This design comes from an exercise in tuning for small area and a short achievable clock period on the open sky130 flow, not from production work. The RTL was checked by simulation tests, not by an equivalence proof against the original design. No activity file was given, so power comes from the tool's default toggle rates.

==> flow/design.v <==
module ExtensorSinal(input [15:0] A, output [31:0]Y);
		assign Y = (A[15]==1'b1) ? {16'hFFFF,A} : {16'h0000,A}; 
endmodule
module Mux2x1_32bits(input [31:0] A, input [31:0] B, input S, output [31:0] Y);
   assign Y = (S==0) ? A:B;
endmodule
module Mux2x1_5bits(input [4:0]A,input [4:0] B,input S, output [4:0]Y);
   assign Y = (S==0) ? A:B;
endmodule
module PC_Soma4(
    input wire [31:0] A,  
    output wire [31:0] Y  
);
	assign Y = A+1;
endmodule
module PC_SomaDesvio (
  input [31:0] pcAtual,      
  input [31:0] valorDesvio,  
  output wire [31:0] novoPC   
);
   assign novoPC = pcAtual + valorDesvio;
endmodule
module RegistradorPC(
    input wire [31:0] A,  
    input wire Clk,       
    input wire Rst,       
    output wire [31:0] Y  
);
    reg [31:0] pc_reg;
    always @(posedge Clk or posedge Rst) begin
        if (Rst)
            pc_reg <= 32'd0;
        else
            pc_reg <= A;
    end
    assign Y = pc_reg;
endmodule
module ULA (
  input [3:0] codigo_controle,  
  input [31:0] operando_A,      
  input [31:0] operando_B,      
  output reg [31:0] resultado,  
  output reg zero_flag          
);
  always @(*) begin
	zero_flag = 0;
	resultado = 32'd0;
    case (codigo_controle)
      4'b0000:begin
		 resultado = operando_A + operando_B;    
	      	end
      4'b0001:begin
		 resultado = operando_A - operando_B;    
		end
      4'b0010:begin
		 resultado = operando_A & operando_B;    
		end
      4'b0011:begin
		 resultado = operando_A | operando_B;    
		end
      4'b0100:begin
		resultado = (operando_A[31] == 1 && operando_B[31] == 0) ? 1 :		 
           	(operando_A[31] == 0 && operando_B[31] == 1) ? 0 :
           	(operando_A < operando_B) ? 1 : 0;
		end
      4'b0101:begin
		 resultado = operando_A ^ operando_B;    
		end
      4'b0110:begin
		 resultado = ~(operando_A | operando_B);  
		end
      4'b0111:begin
		 resultado = operando_A << operando_B;   
		end
      4'b1000:begin
		 resultado = operando_A >> operando_B;   
		end
      4'b1001:begin
		 resultado = $signed(operando_A) >>> operando_B;  
		end
      4'b1010:begin
		 resultado = (operando_A < operando_B) ? 1'b1 : 1'b0;  
		end
      4'b1011:begin
		 zero_flag = 1'b1;                
		end
      4'b1100:begin
		 resultado = 0;
		zero_flag = (operando_A == operando_B) ? 1'b1: 1'b0;  
		end
      4'b1101:begin
		 zero_flag = 1'b1;                
    		end
       4'b1110:begin
		 zero_flag = (operando_A != operando_B) ? 1'b1 : 1'b0;	 
		end
      4'b1111:begin
		 resultado = {operando_B[15:0], 16'b0}; 
		end
      default:begin
		 resultado = 32'd0;
		end
    endcase
  end
endmodule
module alu_decoder(i_opcode, i_funct, o_alu_control);
input [5:0] i_opcode;		
input [5:0] i_funct;		
output reg [3:0] o_alu_control;	
always @(*) begin 
	o_alu_control = 4'b1011;	
	casez(i_opcode)
		6'b000000:	 
			begin
				casez(i_funct)
					6'b100000:	
						begin	
							o_alu_control = 4'b0000;  
						end 
					6'b100010:	
						begin	
							o_alu_control = 4'b0001;  
						end
					6'b100100:	
						begin
							o_alu_control = 4'b0010;  
						end
					6'b100101:	
						begin	
							o_alu_control = 4'b0011;  
						end
					6'b101010:	
						begin	
							o_alu_control = 4'b0100;  
						end
					6'b100110:	
						begin	
							o_alu_control = 4'b0101;  
						end
					6'b100111:	
						begin	
							o_alu_control = 4'b0110;  
						end
					6'b000000:						
						begin
							o_alu_control = 4'b0111;  
						end
					6'b000010:
						begin
							o_alu_control = 4'b1000;  
						end
					6'b000011:	
						begin
							o_alu_control = 4'b1001;  
						end
					6'b000100:	
						begin
							o_alu_control = 4'b0111;  
						end
					6'b000110:	
						begin
							o_alu_control = 4'b1000;  
						end
					6'b000111:	
						begin
							o_alu_control = 4'b1001;  
						end
					6'b101011:	
						begin
							o_alu_control = 4'b1010;  
						end
					6'b001000:	
						begin
							o_alu_control = 4'b1011;  
						end			
					default: 	
						begin
							o_alu_control = 4'b1011;  
						end
				endcase	
			end
		6'b100011:	 
			begin
				o_alu_control = 4'b0000;	 
			end
		6'b101011:	 
			begin
				o_alu_control = 4'b0000;	 
			end
		6'b000100:	 
			begin
				o_alu_control = 4'b1100;	
			end
		6'b000101:	 
			begin
				o_alu_control = 4'b1110;	
			end
		6'b001000:	 
			begin
				o_alu_control = 4'b0000;	 
			end
		6'b001010:	 
			begin
				o_alu_control = 4'b0100;	 
			end
		6'b001100:	 
			begin
				o_alu_control = 4'b0010;	 
			end
		6'b001101:	 
			begin
				o_alu_control = 4'b0011;	 
			end
		6'b001110:	 
			begin
				o_alu_control = 4'b0101;	 
			end
		6'b001011:	 
			begin
				o_alu_control = 4'b1010;	 
			end
		6'b001111:	 
			begin
				o_alu_control = 4'b1111;	
			end
		6'b000010:	 
			begin
				o_alu_control = 4'b1011;	
			end
		6'b000011:	 
			begin
				o_alu_control = 4'b1101;	
			end
		default:	 
			begin
				o_alu_control = 4'b1011;	
			end
	endcase
end
endmodule
module control(i_opcode, i_funct, o_memto_reg, o_mem_write, o_mem_read, o_branch_beq, o_branch_bne, o_jump, o_jal, o_jr, o_alu_src, o_reg_dst, o_reg_write);  
input [5:0] i_opcode;
input [5:0] i_funct;
output reg o_memto_reg;
output reg o_mem_write;
output reg o_mem_read;
output reg o_branch_beq;
output reg o_branch_bne;
output reg o_jump;
output reg o_jal;
output reg o_jr;
output reg o_alu_src;
output reg o_reg_dst;
output reg o_reg_write;
reg r_valid;
always @(*) begin
	case (i_funct)
		6'b100000, 6'b100010, 6'b100100, 6'b100101, 6'b101010, 6'b100110, 6'b100111,
		6'b000000, 6'b000010, 6'b000011, 6'b000100, 6'b000110, 6'b000111, 6'b101011:
			r_valid = 1'b1;
		default:
			r_valid = 1'b0;
	endcase
end
always @(*) begin
	o_reg_write = 1'b0;
	o_reg_dst = 1'b0;
	o_alu_src = 1'b0;
	o_branch_beq = 1'b0;
	o_branch_bne = 1'b0;
	o_mem_write = 1'b0;
	o_mem_read = 1'b0;
	o_memto_reg = 1'b0;
	o_jump = 1'b0;
	o_jal = 1'b0;
	o_jr = 1'b0;
	case(i_opcode)
		6'b000000:	 
			begin
				o_reg_write = r_valid;
				o_reg_dst = 1'b1;
				o_jump = (i_funct == 6'b001000);
				o_jr = (i_funct == 6'b001000);
			end
		6'b100011:				 
			begin
				o_reg_write = 1'b1;
				o_alu_src = 1'b1;
				o_mem_read = 1'b1;
				o_memto_reg = 1'b1;
			end
		6'b101011:				 
			begin
				o_alu_src = 1'b1;
				o_mem_write = 1'b1;
			end
		6'b000100:				 
			begin
				o_branch_beq = 1'b1;
			end
		6'b000101:				 
			begin
				o_branch_bne = 1'b1;
			end
		6'b001000,				 
		6'b001010,				 
		6'b001100,				 
		6'b001101,				 
		6'b001110,				 
		6'b001011,				 
		6'b001111:				 
			begin
				o_reg_write = 1'b1;
				o_alu_src = 1'b1;
			end
		6'b000010:				 
			begin
				o_jump = 1'b1;
			end
		6'b000011:				 
			begin
				o_reg_write = 1'b1;
				o_jump = 1'b1;
				o_jal = 1'b1;
			end
		default:
			begin
			end
	endcase
end
endmodule
module data_mem #(
parameter mem_size = 32
)
(
  input wire clk,
  input wire [31:0] address,
  input wire [31:0] data_in,
  input wire write_enable,
  input wire read_enable,
  output reg [31:0] data_out
);
  reg [31:0] memory [0:mem_size - 1];
  always @(posedge clk) begin
    if (write_enable) begin
      memory[address[4:0]] <= data_in;
    end
  end
  always @(*) begin
    if (read_enable)
      data_out = memory[address[4:0]];
    else
      data_out = 32'd0;
  end
endmodule
module regfile(
input wire [4:0] ReadAddr1,
input wire [4:0] ReadAddr2,
output reg [31:0] ReadData1,
output reg [31:0] ReadData2,
input wire clk,
input wire [4:0] WriteAddr,
input wire [31:0] WriteData,
input wire RegWrite,
input wire Reset
);
reg [1023:0] regMem;
integer i;
always @(posedge clk or posedge Reset)
	begin
	if(Reset == 1)
		begin
			regMem <= 1024'd0;
		end
	else if(RegWrite == 1 && WriteAddr != 0) begin
		regMem[32*WriteAddr +: 32] <= WriteData;
		end
	end
always @(*) begin
	ReadData1 = regMem[32*ReadAddr1 +: 32];
	ReadData2 = regMem[32*ReadAddr2 +: 32];
	end
endmodule
module Top_Level(
    input wire Clk,               
    input wire Rst,               
    input wire [31:0] instr,      
    output wire [31:0] Y,         
    output wire [31:0] resultado,  
    output wire [31:0] data_out   
);
	wire [31:0] Soma4_Y;
	wire [31:0] i_out;
	wire o_memto_reg;
	wire o_mem_read;
	wire o_mem_write;
	wire o_branch_beq;
	wire o_branch_bne;
	wire o_jump;
	wire o_jal;
	wire o_jr;
	wire o_alu_src;
	wire o_reg_dst;
	wire o_reg_write;
	wire [4:0] Mux_5bits_Y;
	wire [4:0] WriteAddr;
	wire [31:0] ReadData1;
	wire [31:0] ReadData2;
	wire [3:0] o_alu_control;
	wire [31:0] Y_Ext;
	wire zero_flag;
	wire [31:0] Mux_32bits_Y_ULA;
	wire [31:0] pc_desvio;
	wire [31:0] Mux2x1_32bits_Y_memOrUla;
	wire [31:0] WriteData;
	wire [31:0] MuxPC32_Y;
	wire [31:0] MuxPC32_J;
	wire [31:0] pc_jump;
	assign i_out = instr;
	PC_Soma4 pc_soma4(
    .A(Y),
    .Y(Soma4_Y)
   );
	RegistradorPC pc_register(
    .A(MuxPC32_J),
    .Clk(Clk),
    .Rst(Rst),
    .Y(Y)
   );
	control ctrl(
	.i_opcode(i_out[31:26]),
	.i_funct(i_out[5:0]),
	.o_memto_reg(o_memto_reg),
	.o_mem_write(o_mem_write),
	.o_mem_read(o_mem_read),
	.o_branch_beq(o_branch_beq),
	.o_branch_bne(o_branch_bne),
	.o_jump(o_jump),
	.o_jal(o_jal),
	.o_jr(o_jr),
	.o_alu_src(o_alu_src),
	.o_reg_dst(o_reg_dst),
	.o_reg_write(o_reg_write)
	);
	Mux2x1_5bits Mux5Bits_para_regfile(
	.A(i_out[20:16]),
	.B(i_out[15:11]),
	.S(o_reg_dst),
	.Y(Mux_5bits_Y)
	);
	assign WriteAddr = o_jal ? 5'd31 : Mux_5bits_Y;
	assign WriteData = o_jal ? Soma4_Y : Mux2x1_32bits_Y_memOrUla;
	regfile rf(
	.ReadAddr1(i_out[25:21]),
	.ReadAddr2(i_out[20:16]),
	.ReadData1(ReadData1),
	.ReadData2(ReadData2),
	.clk(Clk),
	.WriteAddr(WriteAddr),
	.WriteData(WriteData),
	.RegWrite(o_reg_write),
	.Reset(Rst)
	);
	alu_decoder alu_dec(
	.i_opcode(i_out[31:26]),
	.i_funct(i_out[5:0]),
	.o_alu_control(o_alu_control)
	);
	ExtensorSinal sext(
	.A(i_out[15:0]),
	.Y(Y_Ext)
	);
	Mux2x1_32bits Mux32Bits_para_ULA(
	.A(ReadData2),
	.B(Y_Ext),
	.S(o_alu_src),
	.Y(Mux_32bits_Y_ULA)
	);
	ULA ula(
	.codigo_controle(o_alu_control),
	.operando_A(ReadData1),
	.operando_B(Mux_32bits_Y_ULA),
	.resultado(resultado),
	.zero_flag(zero_flag)
	);
	data_mem dmem(
	.clk(Clk),
	.address(resultado),
	.data_in(ReadData2),
	.write_enable(o_mem_write & ~Rst),  
	.read_enable(o_mem_read),
	.data_out(data_out)
	);
	PC_SomaDesvio pc_soma_desvio(
	.pcAtual(Soma4_Y),
	.valorDesvio(Y_Ext),
	.novoPC(pc_desvio)
	);
	Mux2x1_32bits MuxPC(
	.A(Soma4_Y),
	.B(pc_desvio),
	.S((o_branch_beq | o_branch_bne) & zero_flag),
	.Y(MuxPC32_Y)
	);
	assign pc_jump = o_jr ? ReadData1 : {Soma4_Y[31:26], i_out[25:0]};
	Mux2x1_32bits MuxJump(
	.A(MuxPC32_Y),
	.B(pc_jump),
	.S(o_jump),
	.Y(MuxPC32_J)
	);
	Mux2x1_32bits mem_or_ula(
	.A(resultado),
	.B(data_out),
	.S(o_memto_reg),
	.Y(Mux2x1_32bits_Y_memOrUla)
	);
endmodule
==> flow/run.sh <==
#!/bin/bash
# synth_recipe.tcl (not shown) runs the flow's synth.tcl, then flattens the netlist and writes it again
# the make line also repeats each setting of config.mk as NAME=value (left out here)
make -C /OpenROAD-flow-scripts/flow DESIGN_CONFIG=/design/flow/config.mk WORK_HOME=/design/flow/orfs CLKGATE_MAP_FILE= SYNTH_SCRIPT=/design/flow/synth_recipe.tcl finish
==> flow/config.mk <==
export PLATFORM = sky130hd
export DESIGN_NAME = Top_Level
export DESIGN_NICKNAME = Top_Level
export VERILOG_FILES = /design/flow/design.v
export SDC_FILE = /design/flow/constraint.sdc
export NUM_CORES = 4
export LEC_CHECK = 0
export CAP_MARGIN = 20
export CORE_MARGIN = 2
export CORE_UTILIZATION = 30
export SLEW_MARGIN = 20
==> flow/constraint.sdc <==
create_clock -name core_clock -period 17.0 [get_ports {Clk}]
set_input_delay 3.4000 -clock core_clock [delete_from_list [all_inputs] [get_ports {Clk}]]
set_output_delay 3.4000 -clock core_clock [all_outputs]
set_load 0.01 [all_outputs]
==> impl_metrics.tcl <==
set metrics [dict create \
    status "complete, no violations" \
    hold_viol 0 \
    drtPass1Iterations 7 \
    fin_crit_sh 0.954 \
    ir_worst_vdd_mv 0.0960 \
    synthSimpleGateAreaFrac 0.0932 \
    synth.area.top_cells "edfxtp_1 28%, dfrtp_1 24%, mux2i_1 7.6%, mux4_2 6.9%, a21oi_1 4.1%" \
    slew_headroom 0.190 \
    cts-buffers-inserted 217 \
    setup_violations 0 \
    avgSynthCellArea_um2 11.2 \
    placed_cells 14343 \
    hp-class "reg2reg" \
    cts_resized 0 \
    critPathArrivalTime_ns 12.83 \
    worstPathCellList "clkdlybuf4s50_1, and2_4, buf_4, a22oi_1, nand3_1, nand4_1, ha_1, inv_1, o21bai_1, a21oi_1, o21bai_1, o311ai_0, nor3b_1, o31ai_1, a21oi_1, a211oi_4, a21o_4, clkinv_8, buf_12, mux2i_1, o221ai_1, nor4b_4, buf_4, clkdlybuf4s50_1" \
    async_flop_share 0.508 \
    synth_fa_ha_area_frac 0.0158 \
    cts_max_level 4 \
    layout_commonest_cell "dfrtp_1" \
    fillCellCount 36396 \
    synth_enable_flop_cells 1024 \
    cp-start-kind "input port" \
    clock-root-buffer "clkbuf_16" \
    max_freq_ghz 0.0616 \
    synth_compound_area_frac 0.159 \
    critPathSlowestCell "clkdlybuf4s50_1" \
    clk_pin_slew_ns 0.06 \
    gp_congestion 1.02 \
    drive_above_1_share 0.147 \
    synthesis.area_um2 111000 \
    drc 0 \
    grt_overflow 0 \
    rsz0062_at_grt "no" \
    ys.flop_type "dfrtp_1" \
    final_cells 14733 \
    fin_crit_ns 16.23 \
    dp_hpwl_um 291000 \
    core_area_um2 368000 \
    die-area_um2 374000 \
    die_w_um 612 \
    detail-route-antenna-nets 0 \
    ys_seq_elements 2080 \
    rows 223 \
    grt_use_total 0.233 \
    clock_sinks 2080 \
    cap_violations 0 \
    yosysTopAreaCellShare 0.277 \
    cts_tree "built" \
    die_height_um 612 \
    slowest_delay_ns 0.88 \
    synth-xor-area-share 0.00703 \
    synth_top_family_by_area "compound AO/OA/AOI/OAI gates" \
    drt-initial-drc-count 12979 \
    synth_cell_type_count 109 \
    antenna_found_initial 28 \
    postSynthCellCount 9889 \
    grt_pass1_wl_um 633000 \
    yosysSeqAreaShare 0.516 \
    crit_buf_inv 7 \
    synth.yosys.warnings 6 \
    viasPerCell 5.94 \
    worst_pin_slew_ns 1.20 \
    leakage_nw 47.9 \
    crit_type "in2out" \
    layout.nets 9898 \
    cp.required_ns 13.60 \
    final_cell_mix "1056 x dfrtp_1, 1024 x edfxtp_1, 1011 x nor2_1" \
    place_ws_ns 0.964 \
    critPathMaxFanout 79 \
    power_density_nw_per_um2 121 \
    initial_core_util 0.301 \
    post-cts-setup-buffers 0 \
    wl_per_cell_um 30.7 \
    synth_fp_nets 10061 \
    vias 87579 \
    cts_max_path_buffers 4 \
    num_io_pins 130 \
    synth_top_area_cell "edfxtp_1" \
    grt_max_degree 177 \
    fin_skew_ns 0.112 \
    syn_to_final_growth_pct 13.2 \
    grt_pass1_vias 82058 \
    reg2reg_setup_slack_ns 7.74 \
    synth.area.mux_share 0.159 \
    setup_slack_ns 0.775 \
    slew_violations 0 \
    port_buffers 129 \
    cts_hold_buf 0 \
    wl_um 452000 \
    cp_top_family "buffers and inverters" \
    clock_latency_ns 0.94 \
    endpoint_kind "output pin" \
]
-- power breakdown --
part           leakage [nW]  internal [mW]  total, mW  switching, mW
registers              23.5           5.93       6.43          0.498
clock network          3.42           2.74       4.80           2.06
logic                  21.0           1.47       4.01           2.54
-- cells by family after synthesis --
logic type,count (synthesis)
xor gates and xnor gates,89
buffers and inverters,1240
AOI/OAI and AO/OA,2693
and+or+nand+nor,2334
DFF,2080
muxes,1315
adders and majority gates,138
-- synth_stat cells, types with 120 or more instances --
cell type / number
o21ai_0: 220
buf_2: 218
o21ai_1: 123
a211oi_1: 450
mux4_2: 340
a21oi_1: 917
dfrtp_1: 1056
nand3_1: 241
nor3_1: 120
inv_1: 318
edfxtp_1: 1024
nand2_1: 572
mux2_2: 132
nor2_1: 1073
mux2i_1: 838
ha_1: 135
a22oi_1: 315
clkbuf_1: 513
-- metal layers --
layer / part of all wire / GRT usage
met5: 0.00022 / 0
met4: 0.062 / 0.124
met3: 0.11 / 0.0620
met2: 0.43 / 0.346
met1: 0.39 / 0.310
-- through the flow --
| stage | power [mW] | setup TNS, ns | util | hold slack (ns) | area, um2 |
|---|---|---|---|---|---|
| floorplan | 8.89 | -1015.38 | - | 0.445 | 111000 |
| global placement | 10.3 | 0 | 0.322 | 0.383 | 118000 |
| detailed placement | 10.4 | 0 | 0.322 | 0.390 | 119000 |
| CTS | 15.1 | 0 | 0.341 | 0.403 | 125000 |
| global route | 15.8 | 0 | 0.341 | 0.413 | 126000 |
| finish | 15.2 | 0 | 0.341 | 0.399 | 126000 |
-- area by class of cell --
type / instances / area [um2] / share of cell area
multi-input cells: 6569 / 49300 / 0.393
repair buffers: 526 / 4710 / 0.0375
well taps: 4837 / 6050 / 0.0482
flip-flops and latches: 2080 / 57200 / 0.455
clock buffers: 291 / 6080 / 0.0485
diodes: 10 / 25.0 / 0.000199
clock inverters: 88 / 888 / 0.00708
inverters: 332 / 1280 / 0.0102
-- path summary, 6_finish.rpt --
path	startpoint	to	depth (start not counted)
worst max-delay path	instr[24]	data_out[25]	24
max in group asynchronous	Rst	rf.regMem[281]	5
worst min register to register	rf.regMem[20]	rf.regMem[20]	0
min in group asynchronous	Rst	pc_register.pc_reg[13]	2
worst min-delay path	rf.regMem[20]	rf.regMem[20]	0
worst max register to register	rf.regMem[963]	rf.regMem[891]	23
-- worst reg2reg max path, delay by kind of cell (launching register included) --
kind,cells,cell delay (ns)
buffers and inverters,3,0.96
AOI/OAI and AO/OA,12,4.94
adders and majority gates,1,0.31
and+or+nand+nor,4,1.43
muxes,3,1.12
DFF,1,0.39

static timing again, ports no longer ideal:
In the flow no input, the clock included, has a driving cell. The finished layout below was timed again as built, in two steps. Step 1 assumes that a clkbuf_16 drives the clock port and a buf_2 every other input. Step 2, shift: input delay + t, output delay - t, t = (earliest + latest rising clock arrival at the registers) / 2. This alone moves slack from input paths to output paths. Slacks: no drivers / after step 1 / after step 2; pairs: no drivers / after step 1.
shift t [ns]: 0.994
setup WS [ns]: 0.775 / 0.704 / 0.704
worst setup path after step 2: input to output
cell pins on the clock port's net: 1
After both steps setup and hold are still met in this run. For this run, drivers alone change the setup slack by -0.071 ns; drivers and shift together by -0.071 ns.
